From an optimization exercise on the open Yosys and OpenROAD flow, aimed at small area; shortcuts taken in it are not production practice.
Function was checked by simulation only, so behaviour that the tests miss may differ from the original.

Design CNN_Two_Layer, start of the top module:
module CNN_Two_Layer( 
clk, rst_n,
Start1, Image, Filter1, ReadEn1,
Start2, Filter2, ReadEn2,
ConvResult
    );
make LEC_CHECK=0 ABC_AREA=0 CAP_MARGIN=0 CORE_MARGIN=2 CORE_UTILIZATION=60 CTS_BUF_LIST=sky130_fd_sc_hd__clkbuf_8 CTS_CLUSTER_DIAMETER=60 CTS_CLUSTER_SIZE=16 SLEW_MARGIN=0 finish   # period 8.0 ns
run.sh (not shown) runs the stock make flow with config.mk's settings and CLKGATE_MAP_FILE= SYNTH_SCRIPT=/design/flow/synth_recipe.tcl, a recipe that flattens the netlist after the stock synthesis.
The first run finished with timing, DRC and antenna clean.
Then changed:
Settings changed: ABC_AREA 0 to 1, CAP_MARGIN 0 to 20, CORE_UTILIZATION 60 to 70, CTS_CLUSTER_DIAMETER 60 to 50, CTS_CLUSTER_SIZE 16 to 20, SLEW_MARGIN 0 to 20.
What happened:
- setup slack loses 0.063 ns
- routed wire length rises by 0.50%
Then changed:
Settings changed: CORE_UTILIZATION 70 to 60, CTS_CLUSTER_DIAMETER 50 to 60, CTS_CLUSTER_SIZE 20 to 16.
What happened: The new run went through all stages and came out clean; setup slack degrades by 0.048 ns; sequential cell count stays the same; routed wire length climbs by a few percent; die area climbs by about a fifth; global-route usage drops by 2.9 points; clock skew drops by 0.0091 ns; final cell count climbs by a few percent; worst hold slack improves by 0.0095 ns.
Then changed:
Settings changed: CTS_BUF_LIST sky130_fd_sc_hd__clkbuf_8 to sky130_fd_sc_hd__clkbuf_4 sky130_fd_sc_hd__clkbuf_8, CTS_CLUSTER_DIAMETER 60 to not set, CTS_CLUSTER_SIZE 16 to 20.
Outcome: Cell area came out higher by a few percent. Area after synthesis does not change. Critical path depth is unchanged. Setup slack gets better by 0.0037 ns. Sequential share of layout area came out lower by 2.2 points. First-iteration DRC count came out higher by a little under a tenth.


CNN_Two_Layer again, from the RTL that the note above started with.
export LEC_CHECK = 0
export ABC_AREA = 0
export CAP_MARGIN = 0
export CORE_MARGIN = 2
export CORE_UTILIZATION = 60
export SLEW_MARGIN = 0
create_clock -name core_clock -period 8.0 [get_ports {clk}]
standard.sh (not shown) runs the stock make flow with config.mk's settings and CLKGATE_MAP_FILE= SYNTH_SCRIPT=/design/flow/synth_recipe.tcl, a recipe that flattens the netlist after the stock synthesis.
==> flow/flow/run.sh <==
#!/bin/bash
# Layout flow: the standard flow, with three changes:
#  * after the standard synthesis, flow/polarity.py removes the inverters that
#    synthesis leaves around full adders (it uses full adders in inverted form
#    where that saves inverters); registers and all other cells are untouched;
#  * ports are buffered with buf_1 cells;
#  * clock tree synthesis inserts no dummy loads.
# Each tool's output goes to a log file of its own in this folder.
set -euo pipefail
cd "$(dirname "$0")/.."
WORK=$(pwd)
RES="$WORK/orfs/results/sky130hd/CNN_Two_Layer/base"

export BUFFER_PORTS_ARGS="-buffer_cell sky130_fd_sc_hd__buf_1"
export CTS_ARGS="-sink_clustering_enable -repair_clock_nets -sink_clustering_size 16 -sink_clustering_max_diameter 60 -buf_list sky130_fd_sc_hd__clkbuf_8 -dont_use_dummy_load"

bash standard.sh "$RES/1_2_yosys.v" > "$WORK/synth.log" 2>&1
cp "$RES/1_2_yosys.v" "$WORK/1_2_yosys.standard.v"
python3 flow/polarity.py "$RES/1_2_yosys.v" > "$WORK/polarity.log" 2>&1
bash standard.sh > "$WORK/layout.log" 2>&1
Other scripts of this flow, unchanged in this note and not shown: flow/flow/polarity.py
Rerun with:
==> flow/flow/run.sh (replaced) <==
#!/bin/bash
# Layout flow: the standard flow (standard.sh), with these changes:
#  * synthesis is the standard flow's synthesis script (synth_recipe.tcl) unchanged except that
#    its final ABC technology mapping runs flow/abc_map.script (ABC's area mapper
#    amap) in place of ORFS's abc_area.script; registers are mapped before ABC
#    runs, so they are exactly the standard synthesis's;
#  * after synthesis, flow/polarity.py removes the inverters that synthesis leaves
#    around full adders (it uses full adders in inverted form where that saves
#    inverters); registers and all other cells are untouched;
#  * ports are buffered with buf_1 cells;
#  * clock tree synthesis uses clkbuf_4 cells in clusters of up to 10 sinks and
#    inserts no dummy loads.
# Each tool's output goes to a log file of its own in this folder.
set -euo pipefail
cd "$(dirname "$0")/.."
WORK=$(pwd)
RES="$WORK/orfs/results/sky130hd/CNN_Two_Layer/base"

cat > "$WORK/own_synth.tcl" <<EOT
proc abc {args} {
  set i [lsearch \$args -script]
  if {\$i >= 0} { set args [lreplace \$args [expr {\$i + 1}] [expr {\$i + 1}] $WORK/flow/abc_map.script] }
  yosys abc {*}\$args
}
source $WORK/synth_recipe.tcl
EOT
sed "s|SYNTH_SCRIPT=[^ ]*|SYNTH_SCRIPT=$WORK/own_synth.tcl|" standard.sh > "$WORK/own_standard.sh"
grep -q "SYNTH_SCRIPT=$WORK/own_synth.tcl" "$WORK/own_standard.sh"

export BUFFER_PORTS_ARGS="-buffer_cell sky130_fd_sc_hd__buf_1"
export CTS_ARGS="-sink_clustering_enable -repair_clock_nets -sink_clustering_size 11 -sink_clustering_max_diameter 50 -buf_list sky130_fd_sc_hd__clkbuf_4 -dont_use_dummy_load"

bash "$WORK/own_standard.sh" "$RES/1_2_yosys.v" > "$WORK/synth.log" 2>&1
cp "$RES/1_2_yosys.v" "$WORK/1_2_yosys.mapped.v"
python3 flow/polarity.py "$RES/1_2_yosys.v" > "$WORK/polarity.log" 2>&1
bash "$WORK/own_standard.sh" > "$WORK/layout.log" 2>&1
==> flow/flow/abc_map.script (new file) <==
strash
dch -f
amap
topo
stime -c
buffer -c
upsize -c
dnsize -c
Settings changed: ABC_AREA 0 to 1.
Worst hold slack is about the same.
Die area came out lower by 3.4%.
Critical path depth came out higher by 11.
Final area came out lower by 4.2%.
Global-route usage came out lower by 0.41 points.
Rerun with:
--- a/flow/flow/run.sh
+++ b/flow/flow/run.sh
@@ -29,5 +29,5 @@
 
 export BUFFER_PORTS_ARGS="-buffer_cell sky130_fd_sc_hd__buf_1"
-export CTS_ARGS="-sink_clustering_enable -repair_clock_nets -sink_clustering_size 11 -sink_clustering_max_diameter 50 -buf_list sky130_fd_sc_hd__clkbuf_4 -dont_use_dummy_load"
+export CTS_ARGS="-sink_clustering_enable -repair_clock_nets -sink_clustering_size 10 -sink_clustering_max_diameter 50 -buf_list sky130_fd_sc_hd__clkbuf_4 -dont_use_dummy_load"
 
 bash "$WORK/own_standard.sh" "$RES/1_2_yosys.v" > "$WORK/synth.log" 2>&1
Settings changed: GPL_TIMING_DRIVEN set to 0.
Outcome: Global-route usage climbs by 1.0 points. Routed wire length climbs by a few percent. Worst hold slack gains 0.0040 ns. Final cell count climbs by a few percent. Setup slack is worse by 0.24 ns. Core utilization increases by 0.86 points. Synthesized area does not change. Design area climbs slightly. Count of clock-buffer cells in the layout is higher by 4.
Rerun with:
==> flow/flow/run.sh (replaced) <==
#!/bin/bash
# Layout flow: the standard flow, with three changes:
#  * after the standard synthesis, flow/polarity.py removes the inverters that
#    synthesis leaves around full adders (it uses full adders in inverted form
#    where that saves inverters); registers and all other cells are untouched;
#  * ports are buffered with buf_1 cells;
#  * clock tree synthesis inserts no dummy loads.
# Each tool's output goes to a log file of its own in this folder.
set -euo pipefail
cd "$(dirname "$0")/.."
WORK=$(pwd)
RES="$WORK/orfs/results/sky130hd/CNN_Two_Layer/base"

export BUFFER_PORTS_ARGS="-buffer_cell sky130_fd_sc_hd__buf_1"
export CTS_ARGS="-sink_clustering_enable -repair_clock_nets -sink_clustering_size 16 -sink_clustering_max_diameter 60 -buf_list sky130_fd_sc_hd__clkbuf_8 -dont_use_dummy_load"

bash standard.sh "$RES/1_2_yosys.v" > "$WORK/synth.log" 2>&1
cp "$RES/1_2_yosys.v" "$WORK/1_2_yosys.standard.v"
python3 flow/polarity.py "$RES/1_2_yosys.v" > "$WORK/polarity.log" 2>&1
bash standard.sh > "$WORK/layout.log" 2>&1
Settings changed: GPL_TIMING_DRIVEN 0 to unset.
removed: flow/flow/abc_map.script
Result: Worst hold slack gets worse by 0.062 ns. Register-to-register slack improved by 0.71 ns. Design area climbs by 2.4%. Synthesized cell count rises by 23%. Count of clock-buffer cells in the layout shrinks by 18. Routed wire length is about the same.


Starting RTL as in the previous note.
export LEC_CHECK = 0
export ABC_AREA = 1
export CAP_MARGIN = 0
export CORE_MARGIN = 2
export CORE_UTILIZATION = 60
export SLEW_MARGIN = 0
create_clock -name core_clock -period 8.0 [get_ports {clk}]
==> flow/flow/run.sh <==
#!/bin/bash
# Layout flow: the standard flow (standard.sh), with these changes:
#  * synthesis is the standard flow's synthesis script (synth_recipe.tcl) unchanged except that
#    its final ABC technology mapping runs flow/abc_map.script (ABC's area mapper
#    amap) in place of ORFS's abc_area.script; registers are mapped before ABC
#    runs, so they are exactly the standard synthesis's;
#  * after synthesis, flow/polarity.py removes the inverters that synthesis leaves
#    around full adders (it uses full adders in inverted form where that saves
#    inverters); registers and all other cells are untouched;
#  * ports are buffered with buf_1 cells;
#  * clock tree synthesis uses clkbuf_4 cells in clusters of up to 10 sinks and
#    inserts no dummy loads.
# Each tool's output goes to a log file of its own in this folder.
set -euo pipefail
cd "$(dirname "$0")/.."
WORK=$(pwd)
RES="$WORK/orfs/results/sky130hd/CNN_Two_Layer/base"

cat > "$WORK/own_synth.tcl" <<EOT
proc abc {args} {
  set i [lsearch \$args -script]
  if {\$i >= 0} { set args [lreplace \$args [expr {\$i + 1}] [expr {\$i + 1}] $WORK/flow/abc_map.script] }
  yosys abc {*}\$args
}
source $WORK/synth_recipe.tcl
EOT
sed "s|SYNTH_SCRIPT=[^ ]*|SYNTH_SCRIPT=$WORK/own_synth.tcl|" standard.sh > "$WORK/own_standard.sh"
grep -q "SYNTH_SCRIPT=$WORK/own_synth.tcl" "$WORK/own_standard.sh"

export BUFFER_PORTS_ARGS="-buffer_cell sky130_fd_sc_hd__buf_1"
export CTS_ARGS="-sink_clustering_enable -repair_clock_nets -sink_clustering_size 10 -sink_clustering_max_diameter 50 -buf_list sky130_fd_sc_hd__clkbuf_4 -dont_use_dummy_load"

bash "$WORK/own_standard.sh" "$RES/1_2_yosys.v" > "$WORK/synth.log" 2>&1
cp "$RES/1_2_yosys.v" "$WORK/1_2_yosys.mapped.v"
python3 flow/polarity.py "$RES/1_2_yosys.v" > "$WORK/polarity.log" 2>&1
bash "$WORK/own_standard.sh" > "$WORK/layout.log" 2>&1
==> flow/flow/abc_map.script <==
strash
dch -f
amap
topo
stime -c
buffer -c
upsize -c
dnsize -c
Other scripts of this flow, unchanged in this note and not shown: flow/flow/polarity.py
The first run completed without violations.
Next try:
==> flow/flow/run.sh (replaced) <==
#!/bin/bash
# Layout flow: the standard flow, with three changes:
#  * after the standard synthesis, flow/polarity.py removes the inverters that
#    synthesis leaves around full adders (it uses full adders in inverted form
#    where that saves inverters); registers and all other cells are untouched;
#  * ports are buffered with buf_1 cells;
#  * clock tree synthesis inserts no dummy loads.
# Each tool's output goes to a log file of its own in this folder.
set -euo pipefail
cd "$(dirname "$0")/.."
WORK=$(pwd)
RES="$WORK/orfs/results/sky130hd/CNN_Two_Layer/base"

export BUFFER_PORTS_ARGS="-buffer_cell sky130_fd_sc_hd__buf_1"
export CTS_ARGS="-sink_clustering_enable -repair_clock_nets -sink_clustering_size 10 -sink_clustering_max_diameter 50 -buf_list sky130_fd_sc_hd__clkbuf_4 -dont_use_dummy_load"

bash standard.sh "$RES/1_2_yosys.v" > "$WORK/synth.log" 2>&1
cp "$RES/1_2_yosys.v" "$WORK/1_2_yosys.standard.v"
python3 flow/polarity.py "$RES/1_2_yosys.v" > "$WORK/polarity.log" 2>&1
bash standard.sh > "$WORK/layout.log" 2>&1
removed: flow/flow/abc_map.script
Result: The new run completed without violations; die area came out higher by 3.6%; first-iteration DRC count came out lower by 31%; synthesized area came out higher by 3.7%; synthesized cell count came out higher by 23%; routed wire length came out higher by 3.7%.
Next try:
==> flow/flow/run.sh (replaced) <==
#!/bin/bash
# Layout flow: the standard flow (standard.sh), with these changes:
#  * synthesis is the standard flow's synthesis script (synth_recipe.tcl) unchanged except that
#    its final ABC technology mapping runs flow/abc_map.script (ABC's area mapper
#    amap) in place of ORFS's abc_area.script; registers are mapped before ABC
#    runs, so they are exactly the standard synthesis's;
#  * after synthesis, flow/polarity.py removes the inverters that synthesis leaves
#    around full adders (it uses full adders in inverted form where that saves
#    inverters); registers and all other cells are untouched;
#  * ports are buffered with buf_1 cells;
#  * clock tree synthesis uses clkbuf_4 cells in clusters of up to 10 sinks and
#    inserts no dummy loads.
# Each tool's output goes to a log file of its own in this folder.
set -euo pipefail
cd "$(dirname "$0")/.."
WORK=$(pwd)
RES="$WORK/orfs/results/sky130hd/CNN_Two_Layer/base"

cat > "$WORK/own_synth.tcl" <<EOT
proc abc {args} {
  set i [lsearch \$args -script]
  if {\$i >= 0} { set args [lreplace \$args [expr {\$i + 1}] [expr {\$i + 1}] $WORK/flow/abc_map.script] }
  yosys abc {*}\$args
}
source $WORK/synth_recipe.tcl
EOT
sed "s|SYNTH_SCRIPT=[^ ]*|SYNTH_SCRIPT=$WORK/own_synth.tcl|" standard.sh > "$WORK/own_standard.sh"
grep -q "SYNTH_SCRIPT=$WORK/own_synth.tcl" "$WORK/own_standard.sh"

export RECOVER_POWER=100
export BUFFER_PORTS_ARGS="-buffer_cell sky130_fd_sc_hd__buf_1"
export CTS_ARGS="-sink_clustering_enable -repair_clock_nets -sink_clustering_size 10 -sink_clustering_max_diameter 50 -buf_list sky130_fd_sc_hd__clkbuf_4 -dont_use_dummy_load"

bash "$WORK/own_standard.sh" "$RES/1_2_yosys.v" > "$WORK/synth.log" 2>&1
cp "$RES/1_2_yosys.v" "$WORK/1_2_yosys.mapped.v"
python3 flow/polarity.py "$RES/1_2_yosys.v" > "$WORK/polarity.log" 2>&1
bash "$WORK/own_standard.sh" > "$WORK/layout.log" 2>&1
==> flow/flow/abc_map.script (new file) <==
strash
dch -f
amap
topo
stime -c
buffer -c
upsize -c
dnsize -c
=> This time the run completed, yet does not pass: capacitance limit, slew limit; worst setup slack improves by 0.20 ns; global-route usage came out lower by 0.30 points; routed wire length shrinks by 3.3%; via count goes down by 6.3%; die area went down by 3.5%; register-to-register slack is worse by 0.13 ns; flip-flop and latch count does not change.
Next try:
--- a/flow/flow/run.sh
+++ b/flow/flow/run.sh
@@ -30 +29,0 @@
-export RECOVER_POWER=100
==> flow/flow/abc_map.script (replaced) <==
strash
dch -f
amap
topo
This time the run completed with no timing, DRC or antenna violations.
Hold slack gains 0.023 ns.
Global-route usage rose by 0.61 points.
Wire length rose slightly.
Next try:
==> flow/flow/run.sh (replaced) <==
#!/bin/bash
# Layout flow: the standard flow, with three changes:
#  * after the standard synthesis, flow/polarity.py removes the inverters that
#    synthesis leaves around full adders (it uses full adders in inverted form
#    where that saves inverters); registers and all other cells are untouched;
#  * ports are buffered with buf_1 cells;
#  * clock tree synthesis inserts no dummy loads.
# Each tool's output goes to a log file of its own in this folder.
set -euo pipefail
cd "$(dirname "$0")/.."
WORK=$(pwd)
RES="$WORK/orfs/results/sky130hd/CNN_Two_Layer/base"

export BUFFER_PORTS_ARGS="-buffer_cell sky130_fd_sc_hd__buf_1"
export CTS_ARGS="-sink_clustering_enable -repair_clock_nets -sink_clustering_size 16 -sink_clustering_max_diameter 60 -buf_list sky130_fd_sc_hd__clkbuf_8 -dont_use_dummy_load"

bash standard.sh "$RES/1_2_yosys.v" > "$WORK/synth.log" 2>&1
cp "$RES/1_2_yosys.v" "$WORK/1_2_yosys.standard.v"
python3 flow/polarity.py "$RES/1_2_yosys.v" > "$WORK/polarity.log" 2>&1
bash standard.sh > "$WORK/layout.log" 2>&1
- ABC_AREA: 1 -> 0
- CAP_MARGIN: 0 -> 20
- CTS_BUF_LIST: unset -> sky130_fd_sc_hd__clkbuf_8
- CTS_CLUSTER_DIAMETER: unset -> 60
- CTS_CLUSTER_SIZE: unset -> 16
- SLEW_MARGIN: 0 -> 20
removed: flow/flow/abc_map.script
After rerunning: First-iteration DRC count rose by 10%; die area rose by 4.6%; count of clock-buffer cells in the layout fell by 18; cell area rose by 4.0%; setup slack improves by 0.025 ns; routed wire length rose by 3.9%; global-route usage fell by 0.11 points; core utilization fell by 0.97 points; non-clock buffer count rose by 15.

## afterwards: timing with drivers on the ports
No port has a modelled driver above. Below, the same layouts with a new extraction and two added sets of constraints.
Step 1 assumes that a clkbuf_16 drives the clock port and a buf_2 every other input.
Step 2 times the ports against the registers' clock, not the clock port: input delays grow and output delays shrink by t, the midpoint of the rising clock arrivals with the driver on.
Three values: no drivers, after step 1, after step 2; two values: the first two.
run	shift t [ns]	slack for setup (ns)	latest minus earliest clock arrival (ns)	worst data-port slew with drivers (ns)
the first run of note 1	0.645	0.584 / 0.584 / -0.023	0.031 / 0.031	0.03
the second run of note 1	0.611	0.521 / 0.551 / -0.060	0.041 / 0.042	0.04
the third run of note 1	0.668	0.473 / 0.502 / -0.166	0.032 / 0.032	0.05
the fourth run of note 1	0.677	0.476 / 0.509 / -0.169	0.031 / 0.031	0.05
the first run of note 2	0.625	0.473 / 0.501 / -0.125	0.088 / 0.087	0.04
the second run of note 2	0.800	0.725 / 0.725 / 0.132	0.124 / 0.124	0.03
the third run of note 2	0.807	0.481 / 0.481 / 0.038	0.084 / 0.084	0.04
the fourth run of note 2	0.603	0.645 / 0.672 / 0.069	0.078 / 0.078	0.05
the first run of note 3	0.804	0.728 / 0.728 / 0.137	0.143 / 0.143	0.03
the second run of note 3	0.824	0.421 / 0.447 / -0.377	0.090 / 0.090	0.05
the third run of note 3	0.808	0.619 / 0.619 / -0.090	0.146 / 0.146	0.03
the fourth run of note 3	0.802	0.489 / 0.489 / 0.110	0.136 / 0.136	0.06
the fifth run of note 3	0.641	0.514 / 0.543 / -0.099	0.068 / 0.067	0.04
For the second run of note 3, which loses most, drivers alone change the setup slack by +0.026 ns; drivers and shift together by -0.798 ns.
